Context: an optimization exercise on an open-source flow, tuned for small area, a short achievable clock period and few clock cycles. The choices shown serve that exercise and are no tape-out recipe.
In this exercise RTL edits were held to simulation tests only and were not proved equivalent to the original.
No activity file was given, so power comes from the tool's default toggle rates.

`run.sh`:
```
#!/bin/bash
# synth_recipe.tcl (not shown) runs the flow's synth.tcl, then flattens the netlist and writes it again
# the make line also repeats each setting of config.mk as NAME=value (left out here)
make -C /OpenROAD-flow-scripts/flow DESIGN_CONFIG=/design/flow/config.mk WORK_HOME=/design/flow/orfs CLKGATE_MAP_FILE= SYNTH_SCRIPT=/design/flow/synth_recipe.tcl finish
```
`config.mk`:
```
export PLATFORM = sky130hd
export DESIGN_NAME = sd_scoreboard
export DESIGN_NICKNAME = sd_scoreboard
export VERILOG_FILES = /design/flow/design.v
export SDC_FILE = /design/flow/constraint.sdc
export NUM_CORES = 4
export LEC_CHECK = 0
export CAP_MARGIN = 20
export CORE_MARGIN = 2
export CORE_UTILIZATION = 40
export SLEW_MARGIN = 20
```
`constraint.sdc`:
```
create_clock -name core_clock -period 6.5 [get_ports {clk}]
set_input_delay 1.3000 -clock core_clock [delete_from_list [all_inputs] [get_ports {clk}]]
set_output_delay 1.3000 -clock core_clock [all_outputs]
set_load 0.01 [all_outputs]
```
`design.v`:
```
module sd_input
  #(parameter width = 8)
  (
   input              clk,
   input              reset,
   input              c_srdy,
   output reg         c_drdy,
   input [width-1:0]  c_data,
   output reg         ip_srdy,
   input              ip_drdy,
   output reg [width-1:0] ip_data
   );
  reg 	  load;
  reg 	  drain;
  reg 	  occupied, nxt_occupied;
  reg [width-1:0] hold, nxt_hold;
  reg 		  nxt_c_drdy;
  always @*
    begin
      nxt_hold = hold;
      nxt_occupied = occupied;
      drain = occupied & ip_drdy;
      load = c_srdy & c_drdy & (!ip_drdy | drain);
      if (occupied)
	ip_data = hold;
      else
	ip_data = c_data;
      ip_srdy = (c_srdy & c_drdy) | occupied;
      if (load)
	begin
	  nxt_hold = c_data;
	  nxt_occupied =  1;
	end
      else if (drain)
	nxt_occupied = 0;
      nxt_c_drdy = (!occupied & !load) | (drain & !load);
    end
  always @(posedge clk or posedge reset)
    begin
      if (reset)
	begin
	  hold     <=  0;
	  occupied <=  0;
	  c_drdy   <=  0;
	end
      else
	begin
	  hold     <=  nxt_hold;
	  occupied <=  nxt_occupied;
	  c_drdy   <=  nxt_c_drdy;
	end  
    end  
endmodule
module sd_output
  #(parameter width = 8)
  (
   input              clk,
   input              reset,
   input              ic_srdy,
   output reg         ic_drdy,
   input [width-1:0]  ic_data,
   output reg         p_srdy,
   input              p_drdy,
   output reg [width-1:0] p_data
   );
  reg 	  load;    
  reg 	  nxt_p_srdy;
  always @*
    begin
      ic_drdy = p_drdy | !p_srdy;
      load  = ic_srdy & ic_drdy;
      nxt_p_srdy = load | (p_srdy & !p_drdy);
    end
  always @(posedge clk or posedge reset)
    begin
      if (reset)
	begin
	  p_srdy <=  0;
	end
      else
	begin
	  p_srdy <=  nxt_p_srdy;
	end  
    end  
  always @(posedge clk)
    if (load)
      p_data <=  ic_data;
endmodule  
module behave1p_mem
  #(parameter depth=256,
    parameter width=8,
    parameter addr_sz=$clog2(depth))
  ( 
  d_out,
  wr_en, rd_en, clk, d_in, addr
  );
  input        wr_en, rd_en, clk;
  input [width-1:0] d_in;
  input [addr_sz-1:0]     addr;
  output [width-1:0]     d_out;
  reg [addr_sz-1:0] r_addr;
  reg [width-1:0]            array[0:depth-1];
  always @(posedge clk)
    begin
      if (wr_en)
        begin
          array[addr] <= d_in;
        end
      else if (rd_en)
        begin
          r_addr <= addr;
        end
    end  
  assign d_out = array[r_addr];
endmodule
module sd_scoreboard_fsm
  #(parameter width=8,
    parameter items=64,
    parameter use_txid=0,
    parameter use_mask=0,
    parameter txid_sz=2,
    parameter asz=6)   
  (input      clk,
   input      reset,
   input      ip_srdy,
   output reg     ip_drdy,
   input      ip_req_type,  
   input [txid_sz-1:0] ip_txid,
   input [width-1:0] ip_mask,
   input [width-1:0] ip_data,
   input [asz-1:0]   ip_itemid,
   output reg     ic_srdy,
   input      ic_drdy,
   output reg [txid_sz-1:0] ic_txid,
   output reg [width-1:0]   ic_data,
   input [width-1:0]    d_out,
   output reg               wr_en,
   output reg               rd_en,
   output reg [width-1:0]   d_in,
   output reg [asz-1:0]     addr
   );
  localparam s_idle = 0, s_read = 1, s_rdmod = 2;
  reg [2:0]                 state, nxt_state;
  reg [txid_sz-1:0]         txid, nxt_txid;
  always @*
    begin
      ip_drdy = 0;
      ic_srdy = 0;
      ic_data = 0;
      wr_en = 0;
      rd_en = 0;
      d_in = 0;
      addr = ip_itemid;
      nxt_state = state;
      nxt_txid  = txid;
      if (use_txid)
        ic_txid = txid;
      else
        ic_txid = 0;
      nxt_state[s_read] = 0;
      if (state[s_idle])
        begin
	  if (state[s_read] & !ic_drdy)
	    begin
	    end
          else if (ip_srdy & (ip_req_type==1))
            begin
              if ((use_mask==0) | (ip_mask=={width{1'b1}}))
                begin
                  ip_drdy = 1;
                  wr_en   = 1;
                  d_in    = ip_data;
                end
              else
                begin
                  rd_en = 1;
                  nxt_state[s_rdmod] = 1;
                  nxt_state[s_idle]  = 0;
                end
            end
          else if (ip_srdy & (ip_req_type==0))
            begin
              rd_en = 1;
              nxt_state[s_read] = 1;
              nxt_txid  = ip_txid;
              ip_drdy   = 1;
            end
        end  
      if (state[s_read])
        begin
          ic_srdy = 1;
          ic_data = d_out;
          if (!ic_drdy)
            begin
              nxt_state[s_read] = 1;
            end
        end  
      if (state[s_rdmod])
        begin
          ip_drdy = 1;
          d_in = (d_out & ~ip_mask) | (ip_data & ip_mask);
          wr_en   = 1;
          nxt_state[s_rdmod] = 0;
          nxt_state[s_idle]  = 1;
        end
    end  
  always @(posedge clk or posedge reset)
    begin
      if (reset)
        begin
          state <=  1;
        end
      else
        begin
          state <=  nxt_state;
        end
    end  
  generate
    if (use_txid != 0)
      begin : gen_txid_hold
        always @(posedge clk or posedge reset)
          begin
            if (reset)
              begin
                txid  <=  0;
              end
            else
              begin
                txid  <=  nxt_txid;
              end
          end  
      end  
  endgenerate
endmodule  
module sd_scoreboard
  #(parameter width=32,
    parameter items=128,
    parameter use_txid=1,
    parameter use_mask=1,
    parameter txid_sz=4,
    parameter asz=7)   
  (input      clk,
   input      reset,
   input      c_srdy,
   output     c_drdy,
   input      c_req_type,  
   input [txid_sz-1:0] c_txid,
   input [width-1:0] c_mask,
   input [width-1:0] c_data,
   input [asz-1:0]   c_itemid,
   output     p_srdy,
   input      p_drdy,
   output [txid_sz-1:0] p_txid,
   output [width-1:0]   p_data
   );
  localparam tot_in_sz = ((use_mask)?width*2:width)+
                         ((use_txid)?txid_sz:0)+asz+1;
  wire                  ip_req_type;  
  wire [txid_sz-1:0]    ip_txid;
  wire [width-1:0]      ip_mask;
  wire [width-1:0]      ip_data;
  wire [asz-1:0]        ip_itemid;
  wire [txid_sz-1:0]    ic_txid;
  wire [width-1:0]      ic_data;
  wire [(asz)-1:0]      addr;                    
  wire [(width)-1:0]    d_in;                    
  wire [(width)-1:0]    d_out;                   
  wire                  ic_drdy;                 
  wire                  ic_srdy;                 
  wire                  ip_drdy;                 
  wire                  ip_srdy;                 
  wire                  rd_en;                   
  wire                  wr_en;                   
  wire [tot_in_sz-1:0]  c_hold_data, p_hold_data;
  generate if ((use_txid == 1) && (use_mask == 1))
    begin : txid_and_mask
      assign c_hold_data = {c_txid,c_req_type,c_itemid,c_mask,c_data};
      assign {ip_txid,ip_req_type,ip_itemid,ip_mask,ip_data} = p_hold_data;
    end
  else if ((use_txid == 0) && (use_mask == 1))
    begin : no_txid_and_mask
      assign c_hold_data = {c_req_type,c_itemid,c_mask,c_data};
      assign {ip_req_type,ip_itemid,ip_mask,ip_data} = p_hold_data;
      assign ip_txid = 0;
    end
  else if ((use_txid == 1) && (use_mask == 0))
    begin : txid_and_no_mask
      assign c_hold_data = {c_txid,c_req_type,c_itemid,c_data};
      assign {ip_txid,ip_req_type,ip_itemid,ip_data} = p_hold_data;
      assign ip_mask = 0;
    end
  else if ((use_txid == 0) && (use_mask == 0))
    begin : no_txid_no_mask
      assign c_hold_data = {c_req_type,c_itemid,c_data};
      assign {ip_req_type,ip_itemid,ip_data} = p_hold_data;
      assign ip_mask = 0;
      assign ip_txid = 0;
    end
  endgenerate
  sd_input #(.width(tot_in_sz)) inhold
    (
     .c_data     (c_hold_data),
     .ip_data    (p_hold_data),
     .c_drdy                            (c_drdy),
     .ip_srdy                           (ip_srdy),
     .clk                               (clk),
     .reset                             (reset),
     .c_srdy                            (c_srdy),
     .ip_drdy                           (ip_drdy));
  behave1p_mem #(.depth(items),
                 .addr_sz               (asz),  
                 .width                 (width)) sb_mem
    (
     .addr                              (addr[asz-1:0]),
     .d_out                             (d_out[(width)-1:0]),
     .wr_en                             (wr_en),
     .rd_en                             (rd_en),
     .clk                               (clk),
     .d_in                              (d_in[(width)-1:0]));
  sd_scoreboard_fsm #( 
                      .width            (width),
                      .items            (items),
                      .use_txid         (use_txid),
                      .use_mask         (use_mask),
                      .txid_sz          (txid_sz),
                      .asz              (asz)) fsm
    ( 
     .ip_drdy                           (ip_drdy),
     .ic_srdy                           (ic_srdy),
     .ic_txid                           (ic_txid[(txid_sz)-1:0]),
     .ic_data                           (ic_data[(width)-1:0]),
     .wr_en                             (wr_en),
     .rd_en                             (rd_en),
     .d_in                              (d_in[(width)-1:0]),
     .addr                              (addr[(asz)-1:0]),
     .clk                               (clk),
     .reset                             (reset),
     .ip_srdy                           (ip_srdy),
     .ip_req_type                       (ip_req_type),
     .ip_txid                           (ip_txid[(txid_sz)-1:0]),
     .ip_mask                           (ip_mask[(width)-1:0]),
     .ip_data                           (ip_data[(width)-1:0]),
     .ip_itemid                         (ip_itemid[(asz)-1:0]),
     .ic_drdy                           (ic_drdy),
     .d_out                             (d_out[(width)-1:0]));
  sd_output #(.width(width+txid_sz)) outhold
    (
     .p_data                            ({p_txid,p_data}),
     .ic_data                           ({ic_txid,ic_data}),
     .ic_drdy                           (ic_drdy),
     .p_srdy                            (p_srdy),
     .clk                               (clk),
     .reset                             (reset),
     .ic_srdy                           (ic_srdy),
     .p_drdy                            (p_drdy));
endmodule  
```
==> summary.txt <==
status timing/DRC/antenna clean; sequential power share 0.393; Critical Path Max Stage Delay roughly 0.77 ns; WL met1 205000 um; grt total ovfl 0; final core utilization 0.467; Leak 63.5 nW; Crit path top cell by count buf_4; P_int between 50 and 60 mW; VDD IR max between 300 and 400 uV; Die Area ~420000 sq um; Post-synth top cells 4139 x edfxtp_1, 782 x mux2i_1, 668 x mux4_2, 303 x nor2_1, 237 x clkbuf_1; top-count cell post-synth edfxtp_1; share of the synthesized area in the top cell type 0.755; Initial Util 0.402; CP Cell Sequence nand2_4, buf_4, buf_4, o22ai_1, nor4_1, nor4_1, buf_4, nand4_1, nor3_2, a31o_4, buf_12; maxcap violations 0; # IOs between 100 and 150; H-tree depth 5; Stages on worst setup path 11; Worst Clk Skew ~0.11 ns; FF-to-FF path depth 11; CTS Buf Count between 400 and 500; Sink Count approximately 4200; WP data required slightly above 7 ns; CP top delay family simple AND/OR/NAND/NOR gates; Max Freq 162 MHz; GRT Resource Usage Total 0.254; Setup-failing EPs final 0; syn nets between 8000 and 9000; fin. max-slew vios 0; DRT Pass-1 Iters 6; first-pass GRT wire length roughly 730000 um; Place WS roughly 0.72 ns; critical setup path kind reg2reg; type of element launching the critical path flip-flop; # rows roughly 240; Avg Cell Area, Syn between 15 and 20 sq um; initial antenna violation count 57; final WL 541000 um; WP data arrival about 6.9 ns; sw frac 0.338; Netlist Area Pre-Place around 160000 sq um; I/O Buffers around 120; Clk pin slew, worst setup/hold paths roughly 0.060 ns; hpwl dp 354000 um; Worst-Margin Slew around 1.3 ns; ys flop type edfxtp_1; period utilization 0.949; area delta synth->final 16.1%; Routed Antenna Nets 0; gpl congestion 1.02; Hold WC Path Type reg2reg; Clock Tree Buf Depth 4; metal2 WL ~240000 um; CP endpoint kind flip-flop; area leader, netlist edfxtp_1; nets@finish between 8000 and 9000; Sw Pwr around 27 mW; asr flop ratio synth 0.0203; Final Critical Period a little over 6 ns; clock power share 0.304; Mapped Cells ~8300; Cell variety after synth 57; worst hold stages 0; WL/cell about 37 um; initial drt markers between 15000 and 20000; Final Hold Vio Count 0; CTS tree yes; crit-path max FO between 40 and 50; Yosys Warn Count 4; WP buf/inv 4; Cell Pwr Density 415 nW/um^2; CTS-repair resized insts 0; DR top layer met5; fraction of layout cells with a size suffix above 1 0.236; Post-DP Area around 180000 sq um; Yosys reg bits between 4000 and 5000; DIE WIDTH approximately 650 um; slowest CP cell o22ai_1; placeable core area 410000 sq um; root buffer cell clkbuf_16; vias 90300; ranking of synthesized cells by area edfxtp_1 75%, mux4_2 9.1%, mux2i_1 4.8%, dfrtp_1 1.3%, o221ai_1 1.2%; sequential fraction of the synthesis area 0.769; largest net degree at the start of global routing around 130; min setup slack post-route 0.334 ns; die height approximately 650 um; RSZ-0062 raised after global routing no; vias per cell slightly above 6; setup TNS 0 ns; Logic pwr share 0.302; Slew headroom 0.144; Worst-Skew Late Latency 1.02 ns; met3 wire len between 60000 and 70000 um; number of global-route vias before repair between 80000 and 90000; post-route cell area 191000 sq um; hold_ws roughly 0.45 ns; postcts setup bufs 0; CTS Hold Bufs 0; DRC Markers 0; number of synthesized flops with an enable pin approximately 4100
through the flow:
step           cells  power [mW]
2_1_floorplan   8270        44.8
3_3_place_gp   13900        55.1
3_5_place_dp   13900        55.2
4_1_cts        14700        79.1
5_1_grt        14700        81.1
6_report       14700        79.5
sequential cells by signal, summed over array words and instances, names as in the netlist, named ones only:
register / flops
sb_mem.r_addr: 7
outhold.p_data: 36
sb_mem.array: 4096
outhold.p_srdy: 1
inhold.c_drdy: 1
fsm.state: 3
inhold.hold: 76
inhold.occupied: 1
fsm.txid: 4
final timing paths:
| check | from | endpoint | slack [ns] |
|---|---|---|---|
| setup / recovery | flip-flop | sb_mem.array[103][28] | 0.33 |
| hold / removal | fsm.txid[3] | outhold.p_data[35] | 0.45 |
| setup reg to reg | flip-flop | sb_mem.array[103][28] | 0.33 |
| hold reg to reg | fsm.txid[3] | outhold.p_data[35] | 0.45 |
| max in group asynchronous | reset | inhold.occupied | 4.55 |
| min in group asynchronous | reset | inhold.hold[70] | 0.66 |
metal layers:
layer,global-route usage,vias to the layer above
met5,0,-
met1,0.348,47700
met4,0.126,20
met3,0.0705,944
li1,-,35600
met2,0.372,6155
layout make-up:
| type | count | area (sq um) |
|---|---|---|
| fill | 33800 | 219000 |
| sequential | 4232 | 127000 |
| multi-input combinational | 3527 | 36700 |
| clock buffer | 507 | 10900 |
| timing repair buffer | 696 | 7550 |
| tap | 5451 | 6820 |
| clock inverter | 264 | 2650 |
| antenna | 28 | 70.1 |
| inverter | 9 | 43.8 |
cell usage in the layout (no fill, tap or decap), types with 175 or more instances in the layout:
master and instances:
o21ai_0 195, buf_4 416, clkbuf_16 422, edfxtp_1 4139
nor2_1 175, mux2i_1 782, mux4_2 668, nand2_1 198
o221ai_1 226, nor3_1 202
cells by family after synthesis:
family / count (synthesis) / share of synthesized area
AND/OR/NAND/NOR: 1107 / 0.0335
flip-flops: 4232 / 0.769
adder cells (fa/ha/maj): 1 / 0.0000608
buffers and inverters: 511 / 0.0175
multiplexers: 1538 / 0.145
AO/OA/AOI/OAI: 881 / 0.0356
power by group through the flow:
stage	logic (mW)	clock network (mW)	registers [mW]
finish	24.0	24.2	31.3
global route	24.4	25.4	31.3
CTS	23.5	24.4	31.2
detailed placement	23.4	0	31.8
global placement	23.2	0	31.8
floorplan	13.1	0	31.6
Testbench counts, summed over its fixed seeds: cycles 15,418.

[afterwards: timing with drivers on the ports]
Ports are ideal in the flow. The routed layout listed here was re-timed in OpenROAD. Step 1 (the two cells are an assumption about what drives the block):
set clk [get_ports {clk}]
set_driving_cell -lib_cell sky130_fd_sc_hd__clkbuf_16 $clk
set_driving_cell -lib_cell sky130_fd_sc_hd__buf_2 [delete_from_list [all_inputs] $clk]
Step 2 moves the port delays by t, midway between the first and last clock arrival at a register: inputs arrive t later, outputs are due t later. That takes back most of the time a late clock gives input paths. a / b / c = ideal / step 1 / step 2; a / b = the first two.
t (ns): 1.089
slack for setup (ns): 0.334 / 0.334 / 0.334
worst setup path at the end: register to register
latest minus earliest clock arrival (ns): 0.112 / 0.112
worst data-port slew with drivers (ns): 0.08
After both steps this run still meets setup and hold. For this run, drivers alone change the setup slack by 0.000 ns; drivers and shift together by 0.000 ns.
